Background: an optimization exercise with open tools, aiming at small area, a short achievable clock period and few clock cycles. Do not read the settings as production practice.
At most, simulation tests tie the RTL to the original design; equivalence was not proved.
No activity file was given, so power comes from the tool's default toggle rates.

// cpu
module cpu(
    input             Clk,
    input             Reset_N,
    output     [15:0] i_address,
    input      [15:0] i_data,
    output reg        d_readM,
    output reg        d_writeM,
    output     [15:0] d_address,
    output     [15:0] d_wdata,
    input      [15:0] d_rdata,
    output reg [15:0] num_inst,
    output reg [15:0] output_port,
    output reg        is_halted
);
export LEC_CHECK = 0
export ABC_AREA = 1
export CAP_MARGIN = 20
export CORE_MARGIN = 2
export CORE_UTILIZATION = 40
export SETUP_SLACK_MARGIN = 5
export SLEW_MARGIN = 20
create_clock -name core_clock -period 8.0 [get_ports {Clk}]
run.sh (not shown) runs the stock make flow with config.mk's settings and CLKGATE_MAP_FILE= SYNTH_SCRIPT=/design/flow/synth_recipe.tcl, a recipe that flattens the netlist after the stock synthesis.
Testbench counts at the start, summed over its fixed seeds: cycles 315,823.
Change:
--- a/flow/design.v
+++ b/flow/design.v
@@ -30,19 +30,19 @@
     reg        ex_st;          
     reg        ex_wwd;         
     reg        ex_hlt;         
     reg        ex_fwd;         
     reg [1:0]  ex_dst;
     reg        mem_wen;
     reg [1:0]  mem_dst;
     reg        mem_ld;
     reg [15:0] mem_res;        
-    reg [15:0] mem_wd;
+    reg [15:0] mem_wd;         
     assign i_address = pc;
     assign d_address = mem_res;
     assign d_wdata   = mem_wd;
     wire [15:0] mem_val = mem_ld ? d_rdata : mem_res;
     function [15:0] rf;
         input [1:0] a;
         case (a)
             2'd0: rf = r0;
             2'd1: rf = r1;
@@ -90,26 +90,29 @@
     wire i_jrl  = i_r && ifn == 6'd26;
     wire i_alu  = i_r && ifn[5:3] == 3'd0;
     wire i_tcp  = i_alu && ifn[2:0] == 3'd5;
     wire i_sub  = i_alu && ifn[2:0] == 3'd1;
     wire i_adi  = iop == 4'd4;
     wire i_ori  = iop == 4'd5;
     wire i_lhi  = iop == 4'd6;
     wire i_ld   = iop == 4'd7;
     wire i_st   = iop == 4'd8;
-    wire [7:0]  k_g0 = pc1[7:0] & imm;
-    wire [7:0]  k_p0 = pc1[7:0] ^ imm;
-    wire [7:0]  k_g1 = k_g0 | (k_p0 & {k_g0[6:0], 1'b0});
+    wire [7:0]  k_x  = pc1[7:0];
+    wire [7:0]  k_g0 = k_x & imm;
+    wire [7:0]  k_p0 = k_x | imm;
+    wire        k_gb = (k_x[1] & imm[1]) | ((k_x[1] & k_x[0]) & imm[0]) |
+                       ((imm[1] & k_x[0]) & imm[0]);
+    wire [7:0]  k_g1 = {k_g0[7:2] | (k_p0[7:2] & k_g0[6:1]), k_gb, k_g0[0]};
     wire [7:0]  k_p1 = k_p0 & {k_p0[6:0], 1'b0};
     wire [7:0]  k_g2 = k_g1 | (k_p1 & {k_g1[5:0], 2'b0});
     wire [7:0]  k_p2 = k_p1 & {k_p1[5:0], 2'b0};
     wire [7:0]  k_g3 = k_g2 | (k_p2 & {k_g2[3:0], 4'b0});
-    wire [7:0]  t_lo = k_p0 ^ {k_g3[6:0], 1'b0};
+    wire [7:0]  t_lo = k_x ^ (imm ^ {k_g3[6:0], 1'b0});
     wire        t_c8 = k_g3[7];
     wire [7:0]  hi_p = pc1[15:8] + 8'd1;
     wire [7:0]  hi_m = pc1[15:8] - 8'd1;
     wire [7:0]  hi_0 = imm[7] ? hi_m : pc1[15:8];    
     wire [7:0]  hi_1 = imm[7] ? pc1[15:8] : hi_p;    
     wire [7:0]  t_hi = ({8{t_c8}} & hi_1) | ({8{~t_c8}} & hi_0);
     wire [15:0] i_tgt = {t_hi, t_lo};
     wire        i_req = irs == irt;
     reg         i_bt;
Effect: Worst hold slack hardly moves. Sequential share of layout area rises by 0.83 points. Clock skew drops by 0.0045 ns. Synthesized area is lower by 0.81%. Core utilization falls by 1.2 points. Setup slack got worse by 0.037 ns. Final area shrinks by 2.7%. Clock power stays flat. Cell count fell by 1.1%. Clock-buffer cell count goes down by 1. Routed wire length climbs by 0.40%. Global-route usage grows by 0.71 points. Combinational power went down by about 3%.
Only the layout flow was run in the second run of this note; the RTL was not checked for function there.


Setup of 11-22:
The RTL this note starts from:
==> flow/design.v <==
`timescale 1ns / 1ps
module cpu(
    input             Clk,
    input             Reset_N,
    output     [15:0] i_address,
    input      [15:0] i_data,
    output reg        d_readM,
    output reg        d_writeM,
    output     [15:0] d_address,
    output     [15:0] d_wdata,
    input      [15:0] d_rdata,
    output reg [15:0] num_inst,
    output reg [15:0] output_port,
    output reg        is_halted
);
    reg [15:0] pc;
    reg [15:0] r0, r1, r2, r3;
    reg        ex_v;           
    reg [15:0] ex_a;           
    reg [15:0] ex_y;           
    reg [15:0] ex_b;           
    reg        ex_cin;         
    reg [15:0] ex_alt;         
    reg        ex_pt;          
    reg        ex_br;          
    reg [1:0]  ex_bop;         
    reg [6:0]  ex_sel;         
    reg        ex_wen;         
    reg        ex_ld;          
    reg        ex_st;          
    reg        ex_wwd;         
    reg        ex_hlt;         
    reg        ex_fwd;         
    reg [1:0]  ex_dst;
    reg        mem_wen;
    reg [1:0]  mem_dst;
    reg        mem_ld;
    reg [15:0] mem_res;        
    reg [15:0] mem_wd;         
    assign i_address = pc;
    assign d_address = mem_res;
    assign d_wdata   = mem_wd;
    wire [15:0] mem_val = mem_ld ? d_rdata : mem_res;
    function [15:0] rf;
        input [1:0] a;
        case (a)
            2'd0: rf = r0;
            2'd1: rf = r1;
            2'd2: rf = r2;
            default: rf = r3;
        endcase
    endfunction
    wire [16:0] s_g0 = {ex_a & ex_y, ex_cin};
    wire [16:0] s_p0 = {ex_a ^ ex_y, 1'b0};
    wire [16:0] s_g1 = s_g0 | (s_p0 & {s_g0[15:0], 1'b0});
    wire [16:0] s_p1 = s_p0 & {s_p0[15:0], 1'b0};
    wire [16:0] s_g2 = s_g1 | (s_p1 & {s_g1[14:0], 2'b0});
    wire [16:0] s_p2 = s_p1 & {s_p1[14:0], 2'b0};
    wire [16:0] s_g3 = s_g2 | (s_p2 & {s_g2[12:0], 4'b0});
    wire [16:0] s_p3 = s_p2 & {s_p2[12:0], 4'b0};
    wire [16:0] s_g4 = s_g3 | (s_p3 & {s_g3[8:0], 8'b0});
    wire [15:0] sum  = s_p0[16:1] ^ s_g4[15:0];
    wire [15:0] res = ({16{ex_sel[0]}} & sum) |
                      ({16{ex_sel[1]}} & (ex_a & ex_y)) |
                      ({16{ex_sel[2]}} & (ex_a | ex_y)) |
                      ({16{ex_sel[3]}} & ~ex_a) |
                      ({16{ex_sel[4]}} & {ex_a[14:0], 1'b0}) |
                      ({16{ex_sel[5]}} & {ex_a[15], ex_a[15:1]}) |
                      ({16{ex_sel[6]}} & ex_alt);
    reg cond;
    always @(*) begin
        case (ex_bop)
            2'd0: cond = ex_a != ex_y;
            2'd1: cond = ex_a == ex_y;
            2'd2: cond = !ex_a[15] && ex_a != 16'h0000;
            default: cond = ex_a[15];
        endcase
    end
    wire flush = ex_br && (cond != ex_pt);
    wire [3:0]  iop  = i_data[15:12];
    wire [1:0]  irs  = i_data[11:10];
    wire [1:0]  irt  = i_data[9:8];
    wire [5:0]  ifn  = i_data[5:0];
    wire [7:0]  imm  = i_data[7:0];
    wire [15:0] pc1  = pc + 16'd1;
    wire i_r    = iop == 4'd15;
    wire i_br   = iop[3:2] == 2'b00;
    wire i_jmp  = iop == 4'd9 || iop == 4'd10;
    wire i_jal  = iop == 4'd10;
    wire i_jr   = i_r && (ifn == 6'd25 || ifn == 6'd26);
    wire i_jrl  = i_r && ifn == 6'd26;
    wire i_alu  = i_r && ifn[5:3] == 3'd0;
    wire i_tcp  = i_alu && ifn[2:0] == 3'd5;
    wire i_sub  = i_alu && ifn[2:0] == 3'd1;
    wire i_adi  = iop == 4'd4;
    wire i_ori  = iop == 4'd5;
    wire i_lhi  = iop == 4'd6;
    wire i_ld   = iop == 4'd7;
    wire i_st   = iop == 4'd8;
    wire [7:0]  k_x  = pc1[7:0];
    wire [7:0]  k_g0 = k_x & imm;
    wire [7:0]  k_p0 = k_x | imm;
    wire        k_gb = (k_x[1] & imm[1]) | ((k_x[1] & k_x[0]) & imm[0]) |
                       ((imm[1] & k_x[0]) & imm[0]);
    wire [7:0]  k_g1 = {k_g0[7:2] | (k_p0[7:2] & k_g0[6:1]), k_gb, k_g0[0]};
    wire [7:0]  k_p1 = k_p0 & {k_p0[6:0], 1'b0};
    wire [7:0]  k_g2 = k_g1 | (k_p1 & {k_g1[5:0], 2'b0});
    wire [7:0]  k_p2 = k_p1 & {k_p1[5:0], 2'b0};
    wire [7:0]  k_g3 = k_g2 | (k_p2 & {k_g2[3:0], 4'b0});
    wire [7:0]  t_lo = k_x ^ (imm ^ {k_g3[6:0], 1'b0});
    wire        t_c8 = k_g3[7];
    wire [7:0]  hi_p = pc1[15:8] + 8'd1;
    wire [7:0]  hi_m = pc1[15:8] - 8'd1;
    wire [7:0]  hi_0 = imm[7] ? hi_m : pc1[15:8];    
    wire [7:0]  hi_1 = imm[7] ? pc1[15:8] : hi_p;    
    wire [7:0]  t_hi = ({8{t_c8}} & hi_1) | ({8{~t_c8}} & hi_0);
    wire [15:0] i_tgt = {t_hi, t_lo};
    wire        i_req = irs == irt;
    reg         i_bt;
    always @(*) begin
        case (iop[1:0])
            2'd0: i_bt = imm[7] || !i_req;
            2'd1: i_bt = imm[7] || i_req;
            2'd2: i_bt = 1'b1;
            default: i_bt = imm[7];
        endcase
        i_bt = i_bt && i_br;
    end
    wire i_use_rs = !(i_lhi || i_jmp);
    wire i_use_rt = (i_alu && ifn[2:1] == 2'd0) || (i_alu && ifn[2:1] == 2'd1) ||
                    i_st || iop == 4'd0 || iop == 4'd1;
    wire i_wen = i_adi || i_ori || i_lhi || i_ld || i_jal || i_alu || i_jrl;
    wire [1:0] i_dst = (i_jal || i_jrl) ? 2'd2 : i_r ? i_data[7:6] : irt;
    wire ex_w    = ex_v && ex_wen;
    wire hit_rs  = ex_w && ex_dst == irs;
    wire hit_b   = ex_w && ex_dst == irt;
    wire ld_wait = ex_ld && ((i_use_rs && ex_dst == irs) || (i_use_rt && ex_dst == irt));
    wire jr_wait = i_jr && hit_rs && !ex_fwd;
    wire stall   = ld_wait || jr_wait;
    wire [15:0] a_base = (mem_wen && mem_dst == irs) ? mem_val : rf(irs);
    wire [15:0] b_base = (mem_wen && mem_dst == irt) ? mem_val : rf(irt);
    wire [15:0] a_val  = hit_rs ? res : a_base;
    wire [15:0] b_val  = hit_b ? res : b_base;
    wire [15:0] i_rsv  = a_val;
    wire        a_zero = i_tcp || i_lhi;
    wire        y_inv  = i_sub || i_tcp;
    wire        y_reg  = i_r || i_br;
    reg  [15:0] y_imm;
    always @(*) begin
        case (iop[1:0])
            2'd1:    y_imm = {8'h00, imm};            
            2'd2:    y_imm = {imm, 8'h00};            
            default: y_imm = {{8{imm[7]}}, imm};      
        endcase
    end
    reg [15:0] npc;
    always @(*) begin
        if (flush)      npc = ex_alt;
        else if (stall) npc = pc;
        else if (i_jmp) npc = {pc1[15:12], i_data[11:0]};
        else if (i_bt)  npc = i_tgt;
        else if (i_jr)  npc = i_rsv;
        else            npc = pc1;
    end
    wire go = !flush && !stall;
    always @(posedge Clk or negedge Reset_N) begin
        if (!Reset_N) begin
            pc          <= 16'h0000;
            r0 <= 16'h0000; r1 <= 16'h0000; r2 <= 16'h0000; r3 <= 16'h0000;
            ex_v        <= 1'b0;
            ex_wen      <= 1'b0;
            ex_ld       <= 1'b0;
            ex_st       <= 1'b0;
            ex_br       <= 1'b0;
            ex_wwd      <= 1'b0;
            ex_hlt      <= 1'b0;
            mem_wen     <= 1'b0;
            mem_ld      <= 1'b0;
            d_readM     <= 1'b0;
            d_writeM    <= 1'b0;
            num_inst    <= 16'h0000;
            output_port <= 16'h0000;
            is_halted   <= 1'b0;
        end else begin
            pc <= npc;
            ex_v   <= go;
            ex_wen <= go && i_wen;
            ex_ld  <= go && i_ld;
            ex_st  <= go && i_st;
            ex_br  <= go && i_br;
            ex_wwd <= go && i_r && ifn == 6'd28;
            ex_hlt <= go && i_r && ifn == 6'd29;
            mem_wen  <= ex_w;
            mem_ld   <= ex_ld;
            d_readM  <= ex_ld;
            d_writeM <= ex_st;
            if (mem_wen) begin
                case (mem_dst)
                    2'd0: r0 <= mem_val;
                    2'd1: r1 <= mem_val;
                    2'd2: r2 <= mem_val;
                    default: r3 <= mem_val;
                endcase
            end
            if (ex_v) num_inst <= num_inst + 16'd1;
            if (ex_wwd) output_port <= ex_a;
            if (ex_hlt) is_halted <= 1'b1;
        end
    end
    always @(posedge Clk) begin
        ex_a    <= a_val & {16{~a_zero}};
        ex_y    <= (i_tcp ? a_val : y_reg ? b_val : y_imm) ^ {16{y_inv}};
        ex_b    <= b_val;
        ex_cin  <= y_inv;
        ex_alt  <= (i_bt || !i_br) ? pc1 : i_tgt;
        ex_pt   <= i_bt;
        ex_bop  <= iop[1:0];
        ex_sel  <= {i_jal || i_jrl,
                    i_alu && ifn[2:0] == 3'd7,
                    i_alu && ifn[2:0] == 3'd6,
                    i_alu && ifn[2:0] == 3'd4,
                    (i_alu && ifn[2:0] == 3'd3) || i_ori || i_lhi,
                    i_alu && ifn[2:0] == 3'd2,
                    (i_alu && (ifn[2:0] == 3'd0 || ifn[2:0] == 3'd1 || ifn[2:0] == 3'd5)) ||
                    i_adi || i_ld || i_st};
        ex_fwd  <= i_ori || i_lhi;
        ex_dst  <= i_dst;
        mem_dst <= ex_dst;
        mem_res <= res;
        mem_wd  <= ex_b;
    end
endmodule
clock: 8.0 ns
lec_check: 0
abc_area: 1
cap_margin: 20
core_margin: 2
core_utilization: 40
setup_slack_margin: 5
slew_margin: 20
Testbench counts of 11-22, summed over its fixed seeds: cycles 315,823.
The inputs of 04-07 differ from those of 11-22 as listed below.
--- a/flow/design.v
+++ b/flow/design.v
@@ -17,9 +17,8 @@
     reg [15:0] r0, r1, r2, r3;
     reg        ex_v;           
     reg [15:0] ex_a;           
     reg [15:0] ex_y;           
-    reg [15:0] ex_b;           
     reg        ex_cin;         
     reg [15:0] ex_alt;         
     reg        ex_pt;          
     reg        ex_br;          
@@ -209,11 +208,10 @@
     end
     always @(posedge Clk) begin
         ex_a    <= a_val & {16{~a_zero}};
         ex_y    <= (i_tcp ? a_val : y_reg ? b_val : y_imm) ^ {16{y_inv}};
-        ex_b    <= b_val;
         ex_cin  <= y_inv;
-        ex_alt  <= (i_bt || !i_br) ? pc1 : i_tgt;
+        ex_alt  <= i_st ? b_val : (i_bt || !i_br) ? pc1 : i_tgt;
         ex_pt   <= i_bt;
         ex_bop  <= iop[1:0];
         ex_sel  <= {i_jal || i_jrl,
                     i_alu && ifn[2:0] == 3'd7,
@@ -226,7 +224,7 @@
         ex_fwd  <= i_ori || i_lhi;
         ex_dst  <= i_dst;
         mem_dst <= ex_dst;
         mem_res <= res;
-        mem_wd  <= ex_b;
+        mem_wd  <= ex_alt;
     end
 endmodule
After synthesis and placement, the instance count of 04-07 is below that of 11-22. Final period demand of the worst path, 11-22 and 04-07, lower one = 04-07. Cmp 04-07 vs 11-22: internal power summed over all cells lower in 04-07. Re number of flops mapped to enable cells by yosys: no difference whatsoever between 11-22 and 04-07. When 04-07 is measured against 11-22, its worst setup slack turns out 0.0037 ns higher. Re critical path depth: 11-22 and 04-07 aren't equal, and the lower value belongs to 04-07. Share of the cycle needed by the critical path after routing: 11-22 vs 04-07, no meaningful difference. Diff 11-22 -> 04-07: critical path data arrival time now sits lower; largest driver fanout on the critical path now sits lower. Comparing 04-07 against 11-22, there is no change at all in count of H-tree levels built during CTS. The higher logic gate share of total power came out of 04-07. Minimum hold slack (higher): 04-07. Summary: with 11-22 as the reference, clock-buffer cell count in 04-07 moved down by a little under 10%. Total power of the final layout (04-07 over 11-22): increase, about 1.4%.
Testbench counts of 04-07, summed over its fixed seeds: cycles 315,823.

[port drivers added, routing unchanged]
No port has a modelled driver above. Below, the same layouts with a new extraction and two added sets of constraints.
Step 1 assumes that a clkbuf_16 drives the clock port and a buf_2 every other input.
Step 2 also shifts input and output timing later by t, the mid clock arrival at the registers, as if the neighbouring blocks saw the same clock.
a / b / c = no drivers / after step 1 / after step 2; a / b = the first two.
run | t, ns | setup WS [ns] | worst setup path at the end
the first run of note 1 | 0.603 | 4.913 / 4.919 / 4.316 | input to register
the second run of note 1 | 0.618 | 4.876 / 4.861 / 4.243 | input to register
11-22 | 0.617 | 5.025 / 4.989 / 4.435 | input to register
04-07 | 0.595 | 5.028 / 4.979 / 4.452 | input to register
After both steps setup and hold are still met in every run listed. For the second run of note 1, which loses most, drivers alone change the setup slack by -0.015 ns; drivers and shift together by -0.633 ns.
